Context: an optimization exercise on an open-source flow, tuned for small area. The choices shown serve that exercise and are no tape-out recipe. In this exercise RTL edits were held to simulation tests only and were not proved equivalent to the original. No run shown here takes its clock network from TritonCTS; it comes from the design's own scripts or RTL. The flow treats the clock pin as an ideal source. Dropping or thinning the clock tree relies on that and would not hold on a real chip. Power figures rest on the tool's default switching activity, not on a simulated workload.

==> flow/design.v (outline; a module is shown in full before it is edited, if it fits) <==
// module top_level: 1841 lines
module top_level #(parameter width = 2) (clk, rst_n, botao1, botao2, LED, digito1, digito2, digito3);
  // ...
==> flow/flow/run.sh <==
#!/bin/bash
# Own layout flow: the standard ORFS flow (standard.sh), with
#  - synthesis: the same script (synth_recipe.tcl), but ABC maps with an
#    area-oriented script (abc_area.script here, with deepsyn) and full adders
#    are not extracted first, so ABC sees all of the logic; registers are
#    unchanged. Synthesis runs once per entry of SEEDS: "x" maps with
#    abc_light.script (no restructuring, which keeps the structure the RTL
#    already has), a number is a deepsyn seed for abc_area.script; the run
#    with the smallest cell area is laid out;
#  - port buffers: the smallest buffer cell;
#  - tie cells: not duplicated per load, and one conb_1 gives both the
#    high and the low constant (merge_ties.tcl);
#  - clock tree: OWN_CLK_NBUF clock buffers, each driving a group of registers
#    (own_cts.tcl).
# Each tool's output goes to a log file of its own in this folder.
set -euo pipefail
W=$(pwd)
SEEDS="${OWN_SEEDS:-x 0 1 2}"
V=(ABC_AREA=1 ADDER_MAP_FILE=
   "BUFFER_PORTS_ARGS=-buffer_cell sky130_fd_sc_hd__buf_1"
   SKIP_REPAIR_TIE_FANOUT=1 PRE_FLOORPLAN_TCL="$W/flow/merge_ties.tcl"
   OWN_CTS_TCL="$W/flow/own_cts.tcl" OWN_CLK_BUF=sky130_fd_sc_hd__clkbuf_4 OWN_CLK_NBUF=4)
for i in $SEEDS; do
  d="$W/syn_$i"
  rm -rf "$d"
  mkdir -p "$d"
  cp -r "$FLOW_HOME/scripts" "$d/scripts_own"
  if [[ "$i" == x ]]; then
    cp "$W/flow/abc_light.script" "$d/scripts_own/abc_area.script"
  else
    sed "s/@SEED@/$i/" "$W/flow/abc_area.script" > "$d/scripts_own/abc_area.script"
  fi
  sed -i 's|^log_cmd clock_tree_synthesis .*|source $::env(OWN_CTS_TCL)|' "$d/scripts_own/cts.tcl"
  grep -q OWN_CTS_TCL "$d/scripts_own/cts.tcl"
  sed "s|$W/orfs|$d/orfs|g" "$W/standard.sh" > "$d/standard.sh"
done
for i in $SEEDS; do
  d="$W/syn_$i"
  bash "$d/standard.sh" SCRIPTS_DIR="$d/scripts_own" "${V[@]}" synth > "$W/log_synth_$i.txt" 2>&1 &
done
wait
best=""
best_area=""
for i in $SEEDS; do
  f="$W/syn_$i/orfs/reports/sky130hd/top_level/base/synth_stat.txt"
  [[ -f "$W/syn_$i/orfs/results/sky130hd/top_level/base/1_synth.odb" && -f "$f" ]] || continue
  a=$(awk '/Chip area for module/ {print $NF}' "$f")
  echo "seed $i: synthesis area $a" >> "$W/log_seeds.txt"
  if [[ -z "$best" ]] || awk -v a="$a" -v b="$best_area" 'BEGIN {exit !(a < b)}'; then
    best=$i
    best_area=$a
  fi
done
echo "laid out: seed $best" >> "$W/log_seeds.txt"
rm -rf "$W/orfs"
mv "$W/syn_$best/orfs" "$W/orfs"
bash standard.sh SCRIPTS_DIR="$W/syn_$best/scripts_own" "${V[@]}" finish > "$W/log_layout.txt" 2>&1
==> flow/flow/abc_area.script <==
strash
&get -n
&deepsyn -T 90 -S @SEED@
&put
&get -n
&dch
&nf -R 1000
&put
strash
&get -n
&dch
&nf -R 1000
&put
topo
==> flow/flow/abc_light.script <==
strash
&get -n
&st
&dch
&nf -R 1000
&put
topo
==> flow/flow/merge_ties.tcl <==
# Synthesis leaves one tie-high and one tie-low cell; a conb_1 has both
# outputs, so let the tie-low cell drive the tie-high net as well.
set block [ord::get_db_block]
set hi {}
set lo {}
foreach inst [$block getInsts] {
  if {[[$inst getMaster] getName] ne "sky130_fd_sc_hd__conb_1"} { continue }
  set hn [[$inst findITerm HI] getNet]
  set ln [[$inst findITerm LO] getNet]
  if {$hn ne "NULL" && $ln eq "NULL"} { lappend hi $inst }
  if {$ln ne "NULL" && $hn eq "NULL"} { lappend lo $inst }
}
if {[llength $hi] == 1 && [llength $lo] == 1} {
  set h [lindex $hi 0]
  set l [lindex $lo 0]
  set net [[$h findITerm HI] getNet]
  [$h findITerm HI] disconnect
  [$l findITerm HI] connect $net
  odb::dbInst_destroy $h
  puts "merged tie cells: [$l getName] drives [$net getName]"
}
==> flow/flow/own_cts.tcl <==
# Clock tree: OWN_CLK_NBUF clock buffers of type OWN_CLK_BUF. The registers
# are split into that many compact groups (recursive bisection across the
# longer side of each group), and each group gets one buffer at its centre; the clock port drives only the
# buffers.
set block [ord::get_db_block]
set dbu [$block getDbUnitsPerMicron]
set sinks {}
foreach it [[$block findNet clk] getITerms] {
  set bb [[$it getInst] getBBox]
  lappend sinks [list [expr {([$bb xMin] + [$bb xMax]) / 2.0 / $dbu}] \
                      [expr {([$bb yMin] + [$bb yMax]) / 2.0 / $dbu}] \
                      [[$it getInst] getName]/[[$it getMTerm] getName]]
}
set sinks [lsort -real -index 0 $sinks]
set nbuf $::env(OWN_CLK_NBUF)
set n [llength $sinks]
# recursive bisection: split a group across its longer side, in proportion
# to the number of buffers each half gets
proc bisect {part nb} {
  if {$nb <= 1} { return [list $part] }
  set xs {}
  set ys {}
  foreach s $part { lappend xs [lindex $s 0]; lappend ys [lindex $s 1] }
  set xs [lsort -real $xs]
  set ys [lsort -real $ys]
  set idx [expr {[lindex $xs end] - [lindex $xs 0] >= [lindex $ys end] - [lindex $ys 0] ? 0 : 1}]
  set part [lsort -real -index $idx $part]
  set na [expr {$nb / 2}]
  set cut [expr {int(round(double([llength $part]) * $na / $nb))}]
  return [concat [bisect [lrange $part 0 [expr {$cut - 1}]] $na] \
                 [bisect [lrange $part $cut end] [expr {$nb - $na}]]]
}
set groups [bisect $sinks $nbuf]
set centres {}
foreach part $groups {
  set sx 0
  set sy 0
  foreach s $part {
    set sx [expr {$sx + [lindex $s 0]}]
    set sy [expr {$sy + [lindex $s 1]}]
  }
  lappend centres [list [expr {$sx / [llength $part]}] [expr {$sy / [llength $part]}]]
}
for {set g 0} {$g < $nbuf} {incr g} {
  set part [lindex $groups $g]
  if {[llength $part] == 0} { continue }
  set pins {}
  foreach s $part { lappend pins [get_pins [lindex $s 2]] }
  set c [lindex $centres $g]
  puts "own clock buffer $g: $::env(OWN_CLK_BUF) for [llength $part] sinks at ($c)"
  insert_buffer -buffer_cell $::env(OWN_CLK_BUF) -net clk -load_pins $pins \
    -location $c -buffer_name clkbuf_own$g -net_name clknet_own$g
}
set_propagated_clock [all_clocks]
==> flow/standard.sh <==
#!/bin/bash
# synth_recipe.tcl (not shown) runs the flow's synth.tcl, then flattens the netlist and writes it again
# the make line also repeats each setting of config.mk as NAME=value (left out here)
make -C /OpenROAD-flow-scripts/flow DESIGN_CONFIG=/design/flow/config.mk WORK_HOME=/design/flow/orfs CLKGATE_MAP_FILE= SYNTH_SCRIPT=/design/flow/synth_recipe.tcl "${@:-finish}"
==> flow/config.mk <==
export PLATFORM = sky130hd
export DESIGN_NAME = top_level
export DESIGN_NICKNAME = top_level
export VERILOG_FILES = /design/flow/design.v
export SDC_FILE = /design/flow/constraint.sdc
export NUM_CORES = 4
export LEC_CHECK = 0
export CAP_MARGIN = 20
export CORE_MARGIN = 2
export CORE_UTILIZATION = 40
export PLACE_DENSITY = 0.6
export SLEW_MARGIN = 20
==> flow/constraint.sdc <==
create_clock -name core_clock -period 100.0 [get_ports {clk}]
set_input_delay 20.0000 -clock core_clock [delete_from_list [all_inputs] [get_ports {clk}]]
set_output_delay 20.0000 -clock core_clock [all_outputs]
set_load 0.01 [all_outputs]
==> results.json, run 1 <==
{
  "switching_power_uw": 10.3,
  "path_common_cell": "o21ai_0",
  "drt_iter0_markers": 193,
  "cp_num_buf_inv": 1,
  "timing.fmax_mhz": 44.8,
  "hold_path_class": "flop to flop",
  "drt-pass1-iter-count": 4,
  "start_kind": "flop",
  "status": "no timing/DRC/antenna violations",
  "multi_input_comb_area_um2": 991,
  "regArea_um2": 806,
  "syn-num-nets": 246,
  "grtUsageMet2_pct": 23.3,
  "design.seq.count": 40,
  "crit_family": "compound AO/OA/AOI/OAI gates",
  "fillers": 477,
  "top_usage_layer": "met2",
  "io_pins": 27,
  "grt_pass1_vias": 1414,
  "avgSynthCellArea_um2": 7.92,
  "max_stage_delay_ns": 0.58,
  "fp.coreArea_um2": 4660,
  "wl_met2_um": 1660,
  "cp.arrival_ns": 2.33,
  "drive_gt1_share_pct": 1.98,
  "wl_met3_um": 171,
  "syn_to_final_growth_pct": 4.72,
  "worstRegToRegCells": 22,
  "powerClk_uw": 5.87
}
==> run 2, diff against run 1 <==
--- a/flow/flow/run.sh
+++ b/flow/flow/run.sh
@@ -4,8 +4,9 @@
 #    area-oriented script (abc_area.script here, with deepsyn) and full adders
 #    are not extracted first, so ABC sees all of the logic; registers are
 #    unchanged. Synthesis runs once per entry of SEEDS: "x" maps with
-#    abc_light.script (no restructuring, which keeps the structure the RTL
-#    already has), a number is a deepsyn seed for abc_area.script; the run
+#    abc_light.script and "y" with abc_map.script (little or no
+#    restructuring, which keeps the structure the RTL already has), a number
+#    is a deepsyn seed for abc_area.script; the run
 #    with the smallest cell area is laid out;
 #  - port buffers: the smallest buffer cell;
 #  - tie cells: not duplicated per load, and one conb_1 gives both the
@@ -15,7 +16,7 @@
 # Each tool's output goes to a log file of its own in this folder.
 set -euo pipefail
 W=$(pwd)
-SEEDS="${OWN_SEEDS:-x 0 1 2}"
+SEEDS="${OWN_SEEDS:-x y 0 1 2}"
 V=(ABC_AREA=1 ADDER_MAP_FILE=
    "BUFFER_PORTS_ARGS=-buffer_cell sky130_fd_sc_hd__buf_1"
    SKIP_REPAIR_TIE_FANOUT=1 PRE_FLOORPLAN_TCL="$W/flow/merge_ties.tcl"
@@ -27,6 +28,8 @@
   cp -r "$FLOW_HOME/scripts" "$d/scripts_own"
   if [[ "$i" == x ]]; then
     cp "$W/flow/abc_light.script" "$d/scripts_own/abc_area.script"
+  elif [[ "$i" == y ]]; then
+    cp "$W/flow/abc_map.script" "$d/scripts_own/abc_area.script"
   else
     sed "s/@SEED@/$i/" "$W/flow/abc_area.script" > "$d/scripts_own/abc_area.script"
   fi
==> flow/flow/abc_map.script (new file) <==
strash
&get -n
&nf -R 1000
&put
topo
--- a/flow/config.mk
+++ b/flow/config.mk
@@ -5,8 +5,8 @@
 export SDC_FILE = /design/flow/constraint.sdc
 export NUM_CORES = 4
 export LEC_CHECK = 0
-export CAP_MARGIN = 20
+export CAP_MARGIN = 10
 export CORE_MARGIN = 2
 export CORE_UTILIZATION = 40
 export PLACE_DENSITY = 0.6
-export SLEW_MARGIN = 20
+export SLEW_MARGIN = 10
==> run 2 against run 1 <==
Against the previous run:
- design area unchanged
- clock skew unchanged
- cell count unchanged
- critical path depth unchanged
- area after synthesis unchanged
- still clean
- utilization unchanged
- combinational power about the same
- critical path type unchanged
- synthesized cell count unchanged
- die area unchanged
- wire length unchanged
- highest routed layer unchanged
- total power unchanged
==> results.json, run 2 <==
{
  "drt-vias-per-instance": 5.41,
  "finalCriticalPeriod_ns": 22.33,
  "antenna_found_initial": 0,
  "path_common_cell": "o21ai_0",
  "syn_to_final_growth_pct": 4.72,
  "ant_nets": 0,
  "final_nets": 260,
  "gr-usage-all-layers_pct": 14.1,
  "drc": 0,
  "setup_tns_ns": 0,
  "largest_reg_flops": 17,
  "setup_viol_count_final": 0,
  "skew_ns": 0.0164,
  "die_area_um2": 5340,
  "clkTransAtPathRegs_ns": 0.12,
  "fp.coreArea_um2": 4660,
  "row_count": 25,
  "globalplace.congestion": 0.927,
  "grt_pass1_vias": 1414,
  "finalHoldViolations": 0,
  "hold_buffers": 0,
  "tightest_slew_ns": 0.599,
  "switching_power_uw": 10.3,
  "critical_path.slowest_cell": "dfxtp_1",
  "max_stage_delay_ns": 0.58,
  "p_seq_share_pct": 56.1,
  "crit_path_cell_trace": "nand2_1 -> o21ai_0 -> o21ai_0 -> o22ai_1 -> nand2_1 -> o21ai_0 -> nor2b_1 -> buf_1",
  "drt-wirelength-per-cell_um": 12.4,
  "port_buffers": 18,
  "layout.cells.non_filler": 307,
  "fillers": 477,
  "regArea_um2": 806,
  "cp.arrival_ns": 2.33,
  "holdPathStages": 1,
  "syn_inst": 241,
  "netSwitchingFraction_pct": 32.8,
  "avgSynthCellArea_um2": 7.92,
  "fin_crit_sh_pct": 22.3,
  "cp_data_required_time_ns": 80.00,
  "io_pins": 27,
  "drive_gt1_share_pct": 1.98,
  "syn-num-nets": 246,
  "yosysWarnings": 1,
  "vias": 1660,
  "die_x_um": 73.1,
  "max-slew-margin-rel_pct": 60.0,
  "cts_setup_buffers": 0,
  "drt_iter0_markers": 193,
  "drt-pass1-iter-count": 4,
  "placed_area_um2": 1970,
  "worstSetupPathType": "flop to output pin",
  "worstRegToRegCells": 22,
  "final_common_cell": "dfxtp_1",
  "p_int_uw": 21.2,
  "initial_core_util_pct": 41.0,
  "p_leak_nw": 0.722,
  "drv_cap": 0,
  "p_comb_share_pct": 25.2,
  "synth.cell_area_um2": 1910,
  "place_hpwl_um": 2800,
  "place_inst": 303,
  "rsz0062_at_grt": "false",
  "irDropWorstVdd_mv": 0.00890,
  "fin_util_pct": 42.9,
  "grt_overflow": 0,
  "p_per_area_nw_per_um2": 15.8,
  "wl_um": 3810,
  "grt_max_degree": 25,
  "pre_cts_slack_ns": 77.97,
  "grt_pass1_wl_um": 6380,
  "n_antenna_cell": 0,
  "start_kind": "flop",
  "design_area_um2": 2000,
  "timing.fmax_mhz": 44.8,
  "die_h_um": 73.1,
  "final_cell_mix": "dfxtp_1 (39), nand2_1 (33), nor2_1 (30)",
  "multi_input_comb_area_um2": 991,
  "status": "no timing/DRC/antenna violations",
  "worstPathMaxFanout": 12,
  "critPathCaptureType": "output pin",
  "report.final.slew_viol_count": 0,
  "power_frac_clock_pct": 18.6,
  "hold_path_class": "flop to flop",
  "ctsResizeCount": 0,
  "clk_latency_ns": 0.17,
  "setup_ws_ns": 77.67
}
-- run 2: layer usage --
metal	up-vias	share of wire (%)	global-route usage, %
met5	-	0	0
met4	0	1.6	2.26
met3	4	4.5	0.967
met2	44	43	23.3
met1	740	50	20.4
li1	872	-	-
-- run 2: power by group through the flow --
stage / Combinational (mW) / Sequential, mW / Clock (mW)
2_1_floorplan: 0.00627 / 0.0178 / 0
3_3_place_gp: 0.00802 / 0.0180 / 0
3_5_place_dp: 0.00791 / 0.0180 / 0
4_1_cts: 0.00797 / 0.0177 / 0.00612
5_1_grt: 0.00903 / 0.0178 / 0.00663
6_report: 0.00796 / 0.0177 / 0.00587
-- run 2: worst paths after layout --
kind                            from         end  slack [ns]
max                        kq_reg[2]  digito2[0]       77.67
min                             q[2]        q[3]        0.40
max reg2reg                kq_reg[2]       c[12]       95.23
min reg2reg                     q[2]        q[3]        0.40
max in group asynchronous      rst_n         led       80.09
min in group asynchronous      rst_n         led       19.74
-- run 2: cell type report, clock buffers not listed --
cell class,instances,share of cell area (%)
repair buffers,19,3.75
multi-input cells,182,49.6
inverters,8,1.50
well taps,54,3.38
flip-flops and latches,40,40.3
-- run 2: through the flow --
| step | hold slack, ns | power, mW |
|---|---|---|
| 2_1_floorplan | 0.361 | 0.0240 |
| 3_3_place_gp | 0.375 | 0.0260 |
| 3_5_place_dp | 0.376 | 0.0260 |
| 4_1_cts | 0.400 | 0.0318 |
| 5_1_grt | 0.415 | 0.0335 |
| 6_report | 0.396 | 0.0315 |
-- run 2: critical path, delay by kind of cell (launching register included) --
kind,cells,cell delay [ns]
AO/OA/AOI/OAI,4,0.98
flip-flops,1,0.58
AND/OR/NAND/NOR,3,0.44
buffers and inverters,1,0.16

-- what the ideal ports hide --
Ports are ideal in the flow. The routed layouts listed here were re-timed in OpenROAD. Step 1 sets driving cells, clkbuf_16 on the clock port and buf_2 on the other inputs (assumed; they add their load-dependent delay and slew). Step 2 adds t to the input delays and takes it off the output delays; t is the mean of the earliest and latest rising clock arrival at the registers after step 1. Input paths then give back, and output paths get back, about the clock's delay inside the block. a / b / c = ideal / step 1 / step 2; a / b = the first two.
| run | t, ns | setup WS [ns] | pins driven straight from the clock port |
|---|---|---|---|
| run 1 | 0.213 | 77.670 / 77.622 / 77.835 | 4 |
| run 2 | 0.213 | 77.670 / 77.622 / 77.835 | 4 |
After both steps setup and hold are still met in every run listed.
